This design comes from an exercise in tuning for small area on the open sky130 flow, not from production work.
Function was checked by simulation only, so behaviour that the tests miss may differ from the original.
The clock port is modelled as an ideal driver, which makes a skipped or thinned clock tree look cheaper than it is; a real chip needs a root buffer or a tree.

## the baseline
==> flow/design.v (excerpt) <==
module fir_filter #(
    parameter  INPUT_SIGNAL = 8,
    parameter  CO_EFF_WIDTH = 8,
    parameter  OUTPUT_SIGNAL = 16,
    parameter  TAPS          = 7
) (
    input clk_i,
    input rst_n_i,
    input en_i,
    input signed [INPUT_SIGNAL-1:0] noisy_sig_i,
    output reg signed [OUTPUT_SIGNAL-1:0] filtered_res_o
);
reg [7:0] h1, h2, h3, h4, h5, h6;
wire en_n;
fir_inv u_en_n (.a(en_i), .y(en_n));
wire [7:0] h1_d, h2_d, h3_d, h4_d, h5_d, h6_d;
wire [7:0] h1_k, h2_k, h3_k, h4_k, h5_k, h6_k;
fir_nand u_k1[7:0] (.a(en_n), .b(h1), .y(h1_k));
fir_oai u_d1[7:0] (.g(h1_k), .p(en_n), .c(noisy_sig_i), .y(h1_d));
fir_nand u_k2[7:0] (.a(en_n), .b(h2), .y(h2_k));
fir_oai u_d2[7:0] (.g(h2_k), .p(en_n), .c(h1), .y(h2_d));
fir_nand u_k3[7:0] (.a(en_n), .b(h3), .y(h3_k));
fir_oai u_d3[7:0] (.g(h3_k), .p(en_n), .c(h2), .y(h3_d));
fir_nand u_k4[7:0] (.a(en_n), .b(h4), .y(h4_k));
fir_oai u_d4[7:0] (.g(h4_k), .p(en_n), .c(h3), .y(h4_d));
fir_nand u_k5[7:0] (.a(en_n), .b(h5), .y(h5_k));
fir_oai u_d5[7:0] (.g(h5_k), .p(en_n), .c(h4), .y(h5_d));
fir_nand u_k6[7:0] (.a(en_n), .b(h6), .y(h6_k));
fir_oai u_d6[7:0] (.g(h6_k), .p(en_n), .c(h5), .y(h6_d));
always @(posedge clk_i or negedge rst_n_i) begin
    if (!rst_n_i) begin
        h1 <= 8'hff; h2 <= 8'd0; h3 <= 8'hff; h4 <= 8'd0; h5 <= 8'hff; h6 <= 8'd0;
    end else begin
        h1 <= h1_d; h2 <= h2_d; h3 <= h3_d; h4 <= h4_d; h5 <= h5_d; h6 <= h6_d;
    end
end
wire x1;
fir_xor u_x1 (.a(h1[0]), .b(h5[0]), .y(x1));
wire g2;
fir_nor u_g2 (.a(h1[0]), .b(h5[0]), .y(g2));
wire iv3;
fir_inv u_iv3 (.a(g2), .y(iv3));
wire s4, c5;
fir_fa u_s4 (.a(h1[1]), .b(h5[1]), .c(iv3), .s(s4), .co(c5));
wire s6, c7;
fir_fa u_s6 (.a(h1[2]), .b(h5[2]), .c(c5), .s(s6), .co(c7));
wire s8, c9;
fir_fa u_s8 (.a(h1[3]), .b(h5[3]), .c(c7), .s(s8), .co(c9));
wire s10, c11;
fir_fa u_s10 (.a(h1[4]), .b(h5[4]), .c(c9), .s(s10), .co(c11));
wire s12, c13;
fir_fa u_s12 (.a(h1[5]), .b(h5[5]), .c(c11), .s(s12), .co(c13));
wire s14, c15;
fir_fa u_s14 (.a(h1[6]), .b(h5[6]), .c(c13), .s(s14), .co(c15));
wire iv16;
fir_inv u_iv16 (.a(c15), .y(iv16));
wire s17, c18;
  ...
For scale: roughly 330 cells after synthesis, roughly 64 flip-flops, about 27 I/O pins, roughly 4100 um2 of cells after synthesis.
==> flow/config.mk <==
export PLATFORM = sky130hd
export DESIGN_NAME = fir_filter
export DESIGN_NICKNAME = fir_filter
export VERILOG_FILES = /design/flow/design.v
export SDC_FILE = /design/flow/constraint.sdc
export NUM_CORES = 4
export LEC_CHECK = 0
export ABC_AREA = 0
export CAP_MARGIN = 20
export CORE_MARGIN = 2
export CORE_UTILIZATION = 60
export CTS_BUF_LIST = sky130_fd_sc_hd__clkbuf_4
export CTS_CLUSTER_SIZE = 32
export SLEW_MARGIN = 20
export SYNTH_HIERARCHICAL = 1
export SYNTH_MINIMUM_KEEP_SIZE = 0
==> flow/constraint.sdc <==
create_clock -name core_clock -period 7.0 [get_ports {clk_i}]
set_input_delay 1.4000 -clock core_clock [delete_from_list [all_inputs] [get_ports {clk_i}]]
set_output_delay 1.4000 -clock core_clock [all_outputs]
set_load 0.01 [all_outputs]
standard.sh (not shown) runs the stock make flow with config.mk's settings and CLKGATE_MAP_FILE= SYNTH_SCRIPT=/design/flow/synth_recipe.tcl, a recipe that flattens the netlist after the stock synthesis.
==> flow/flow/run.sh <==
#!/bin/bash
# Standard layout, with the port buffers made of the smallest buffer cell.
set -euo pipefail
export BUFFER_PORTS_ARGS="-buffer_cell sky130_fd_sc_hd__buf_1"
bash standard.sh > standard.log 2>&1
For the candidate, these inputs were changed with respect to the baseline:
# the baseline
export LEC_CHECK = 0
export ABC_AREA = 0
export CAP_MARGIN = 20
export CORE_MARGIN = 2
export CORE_UTILIZATION = 60
export CTS_BUF_LIST = sky130_fd_sc_hd__clkbuf_4
export CTS_CLUSTER_SIZE = 32
export SLEW_MARGIN = 20
export SYNTH_HIERARCHICAL = 1
export SYNTH_MINIMUM_KEEP_SIZE = 0
create_clock -name core_clock -period 7.0 [get_ports {clk_i}]
# the candidate
export LEC_CHECK = 0
export ABC_AREA = 0
export CAP_MARGIN = 20
export CORE_MARGIN = 2
export CORE_UTILIZATION = 40
export SLEW_MARGIN = 20
export SYNTH_HIERARCHICAL = 1
export SYNTH_MINIMUM_KEEP_SIZE = 0
create_clock -name core_clock -period 7.0 [get_ports {clk_i}]
==> flow/run.sh (new file) <==
#!/bin/bash
# synth_recipe.tcl (not shown) runs the flow's synth.tcl, then flattens the netlist and writes it again
# the make line also repeats each setting of config.mk as NAME=value (left out here)
make -C /OpenROAD-flow-scripts/flow DESIGN_CONFIG=/design/flow/config.mk WORK_HOME=/design/flow/orfs CLKGATE_MAP_FILE= SYNTH_SCRIPT=/design/flow/synth_recipe.tcl finish
removed: flow/flow/run.sh
removed: flow/standard.sh
## What came out
In the candidate the met2 track demand over resource turned out 7.7 points lower than in the baseline. From the baseline to the candidate the numbers moved as follows: setup slack fell 0.16 ns; routed metal-1 wire length fell 0.60%.

fir_filter, a different RTL version from the one above (not shown whole).
Size: roughly 320 cells after synthesis, about 64 flip-flops, ~27 I/O pins.
// fir_filter
module fir_filter #(
    parameter  INPUT_SIGNAL = 8,
    parameter  CO_EFF_WIDTH = 8,
    parameter  OUTPUT_SIGNAL = 16,
    parameter  TAPS          = 7
) (
    input clk_i,
    input rst_n_i,
    input en_i,
    input signed [INPUT_SIGNAL-1:0] noisy_sig_i,
    output reg signed [OUTPUT_SIGNAL-1:0] filtered_res_o
);
reg [7:0] h1, h2, h3, h4, h5, h6;
wire en_n;
fir_inv u_en_n (.a(en_i), .y(en_n));
wire [7:0] h1_d, h2_d, h3_d, h4_d, h5_d, h6_d;
wire [7:0] h1_k, h2_k, h3_k, h4_k, h5_k, h6_k;
fir_nand u_k1[7:0] (.a(en_n), .b(h1), .y(h1_k));
fir_oai u_d1[7:0] (.g(h1_k), .p(en_n), .c(noisy_sig_i), .y(h1_d));
fir_nand u_k2[7:0] (.a(en_n), .b(h2), .y(h2_k));
fir_oai u_d2[7:0] (.g(h2_k), .p(en_n), .c(h1), .y(h2_d));
fir_nand u_k3[7:0] (.a(en_n), .b(h3), .y(h3_k));
fir_oai u_d3[7:0] (.g(h3_k), .p(en_n), .c(h2), .y(h3_d));
fir_nand u_k4[7:0] (.a(en_n), .b(h4), .y(h4_k));
fir_oai u_d4[7:0] (.g(h4_k), .p(en_n), .c(h3), .y(h4_d));
fir_nand u_k5[7:0] (.a(en_n), .b(h5), .y(h5_k));
fir_oai u_d5[7:0] (.g(h5_k), .p(en_n), .c(h4), .y(h5_d));
fir_nand u_k6[7:0] (.a(en_n), .b(h6), .y(h6_k));
fir_oai u_d6[7:0] (.g(h6_k), .p(en_n), .c(h5), .y(h6_d));
always @(posedge clk_i or negedge rst_n_i) begin
    if (!rst_n_i) begin
        h1 <= 8'hff; h2 <= 8'd0; h3 <= 8'hff; h4 <= 8'd0; h5 <= 8'hff; h6 <= 8'd0;
    end else begin
        h1 <= h1_d; h2 <= h2_d; h3 <= h3_d; h4 <= h4_d; h5 <= h5_d; h6 <= h6_d;
    end
end
wire x1;
fir_xor u_x1 (.a(h1[0]), .b(h5[0]), .y(x1));
wire g2;
fir_nor u_g2 (.a(h1[0]), .b(h5[0]), .y(g2));
wire iv3;
fir_inv u_iv3 (.a(g2), .y(iv3));
wire s4, c5;
fir_fa u_s4 (.a(h1[1]), .b(h5[1]), .c(iv3), .s(s4), .co(c5));
wire s6, c7;
fir_fa u_s6 (.a(h1[2]), .b(h5[2]), .c(c5), .s(s6), .co(c7));
wire s8, c9;
fir_fa u_s8 (.a(h1[3]), .b(h5[3]), .c(c7), .s(s8), .co(c9));
wire s10, c11;
fir_fa u_s10 (.a(h1[4]), .b(h5[4]), .c(c9), .s(s10), .co(c11));
wire s12, c13;
fir_fa u_s12 (.a(h1[5]), .b(h5[5]), .c(c11), .s(s12), .co(c13));
wire s14, c15;
  ...
==> flow/config.mk <==
export PLATFORM = sky130hd
export DESIGN_NAME = fir_filter
export DESIGN_NICKNAME = fir_filter
export VERILOG_FILES = /design/flow/design.v
export SDC_FILE = /design/flow/constraint.sdc
export NUM_CORES = 4
export LEC_CHECK = 0
export ABC_AREA = 0
export CAP_MARGIN = 20
export CORE_MARGIN = 2
export CORE_UTILIZATION = 70
export SLEW_MARGIN = 20
export SYNTH_HIERARCHICAL = 1
export SYNTH_MINIMUM_KEEP_SIZE = 0
==> flow/constraint.sdc <==
create_clock -name core_clock -period 7.0 [get_ports {clk_i}]
set_input_delay 1.4000 -clock core_clock [delete_from_list [all_inputs] [get_ports {clk_i}]]
set_output_delay 1.4000 -clock core_clock [all_outputs]
set_load 0.01 [all_outputs]
==> flow/flow/run.sh <==
#!/bin/bash
# The standard layout (the standard.sh, all ORFS steps), with two changes:
# the port buffers are the smallest buffer cell, and the clock tree uses
# larger sink clusters without dummy loads.
set -euo pipefail
export BUFFER_PORTS_ARGS="-buffer_cell sky130_fd_sc_hd__buf_1"
export CTS_ARGS="-sink_clustering_enable -repair_clock_nets -sink_clustering_size 32 -sink_clustering_max_diameter 100 -buf_list sky130_fd_sc_hd__clkbuf_4 -dont_use_dummy_load"
bash standard.sh > standard.log 2>&1
The first run passed the timing, DRC and antenna checks.
Rerun with:
==> flow/flow/run.sh (replaced) <==
#!/bin/bash
# The standard layout (the standard.sh, all ORFS steps), with two changes:
# the port buffers are the smallest buffer cell, and the clock tree uses
# larger sink clusters without dummy loads.
set -euo pipefail
export BUFFER_PORTS_ARGS="-buffer_cell sky130_fd_sc_hd__buf_1"
export CTS_ARGS="-sink_clustering_enable -repair_clock_nets -sink_clustering_size 16 -buf_list {sky130_fd_sc_hd__clkbuf_2 sky130_fd_sc_hd__clkbuf_4} -dont_use_dummy_load"
bash standard.sh > standard.log 2>&1
- setup slack stays the same
- clock-buffer cell count does not change
- final area stays the same
- routed wire length stays the same
- via count stays the same
- maximum frequency is unchanged

fir_filter, a different RTL version from the one above (not shown whole).
Size in the first run: about 27 I/O pins.
clock: 7.0 ns
lec_check: 0
abc_area: 0
cap_margin: 20
core_margin: 2
core_utilization: 70
slew_margin: 20
synth_hierarchical: 1
synth_minimum_keep_size: 0
==> flow/flow/run.sh <==
#!/bin/bash
# The standard layout (the standard.sh, all ORFS steps), with these changes:
# - the port buffers are the smallest buffer cell;
# - the clock tree: CTS builds its tree of clkbuf_4 without dummy loads, then
#   flow/regroup.tcl (run by ORFS after CTS) merges its eight leaf clusters
#   into four, each driven by one clkbuf_8 straight from the clock port
#   (the same buffer depth for every register).
set -euo pipefail
export BUFFER_PORTS_ARGS="-buffer_cell sky130_fd_sc_hd__buf_1"
export CTS_ARGS="-sink_clustering_enable -repair_clock_nets -buf_list sky130_fd_sc_hd__clkbuf_4 -dont_use_dummy_load"
export POST_CTS_TCL="$PWD/flow/regroup.tcl"
export CLKPORT=clk_i NLEAF=4 LEAFBUF=sky130_fd_sc_hd__clkbuf_8
bash standard.sh > standard.log 2>&1
Other scripts of this flow, unchanged in this note and not shown: flow/flow/regroup.tcl
==> next run, changes <==
SETUP_SLACK_MARGIN = -0.3   (was unset)
Effect: Count of clock-buffer cells in the layout stays the same; global-route usage does not change; routed wire length came out lower by 1.0%; clock skew is about the same; worst setup slack degrades by 0.15 ns; synthesized cell count is unchanged; cell count is unchanged; die area stays the same; first-iteration DRC count shrinks by 7.2%; non-clock buffer count is unchanged.

fir_filter, a different RTL version from the one above (not shown whole).
For scale: ~310 cells after synthesis, ~64 flip-flops, about 4000 sq um of cells after synthesis.
==> flow/config.mk <==
export PLATFORM = sky130hd
export DESIGN_NAME = fir_filter
export DESIGN_NICKNAME = fir_filter
export VERILOG_FILES = /design/flow/design.v
export SDC_FILE = /design/flow/constraint.sdc
export NUM_CORES = 4
export LEC_CHECK = 0
export ABC_AREA = 0
export CAP_MARGIN = 20
export CORE_MARGIN = 2
export CORE_UTILIZATION = 80
export SLEW_MARGIN = 20
export SYNTH_HIERARCHICAL = 1
export SYNTH_MINIMUM_KEEP_SIZE = 0
==> flow/constraint.sdc <==
create_clock -name core_clock -period 7.0 [get_ports {clk_i}]
set_input_delay 1.4000 -clock core_clock [delete_from_list [all_inputs] [get_ports {clk_i}]]
set_output_delay 1.4000 -clock core_clock [all_outputs]
set_load 0.01 [all_outputs]
==> flow/flow/run.sh <==
#!/bin/bash
# The standard layout (the standard.sh, all ORFS steps), with two changes:
# the port buffers are the smallest buffer cell, and the clock tree is built
# from small clock buffers without dummy loads.
set -euo pipefail
export BUFFER_PORTS_ARGS="-buffer_cell sky130_fd_sc_hd__buf_1"
export CTS_ARGS="-sink_clustering_enable -repair_clock_nets -buf_list sky130_fd_sc_hd__clkbuf_4 -dont_use_dummy_load"
bash standard.sh > standard.log 2>&1
The starting point went through all stages and came out clean.
==> next run, changes <==
CORE_UTILIZATION = 70   (was 80)
After rerunning: Critical path depth is unchanged. Clock skew hardly moves. Area after synthesis is unchanged. Utilization goes down by 12 points. Worst setup slack improves by 0.17 ns. Final cell count goes up slightly.

[re-timing with driven ports]
In the flow no input, the clock included, has a driving cell. The finished layouts below were timed again as built, in two steps. Step 1 sets driving cells, clkbuf_16 on the clock port and buf_2 on the other inputs (assumed; they add their load-dependent delay and slew). Step 2 also shifts input and output timing later by t, the mid clock arrival at the registers, as if the neighbouring blocks saw the same clock. Slacks: no drivers / after step 1 / after step 2; pairs: no drivers / after step 1.
run	t, ns	slack for setup (ns)	latest minus earliest clock arrival (ns)	worst slew at a driven data input, ns	pins driven straight from the clock port
the baseline	0.431	0.838 / 0.838 / 0.685	0.025 / 0.024	0.03	1
the candidate	0.381	0.683 / 0.685 / 0.304	0.010 / 0.009	0.03	1
the first run of note 2	0.416	0.719 / 0.719 / 0.671	0.046 / 0.045	0.03	1
the second run of note 2	0.416	0.719 / 0.719 / 0.671	0.046 / 0.045	0.03	1
the first run of note 3	0.211	0.344 / 0.344 / 0.344	0.023 / 0.023	0.04	4
the second run of note 3	0.210	0.197 / 0.197 / 0.197	0.023 / 0.024	0.04	4
the first run of note 4	0.413	0.235 / 0.235 / 0.235	0.041 / 0.041	0.04	1
the second run of note 4	0.413	0.407 / 0.407 / 0.407	0.041 / 0.041	0.03	1
After both steps every run listed still meets setup and hold. The setup slack of the candidate, which loses most, moves by +0.002 ns with the drivers and by -0.379 ns with both steps.
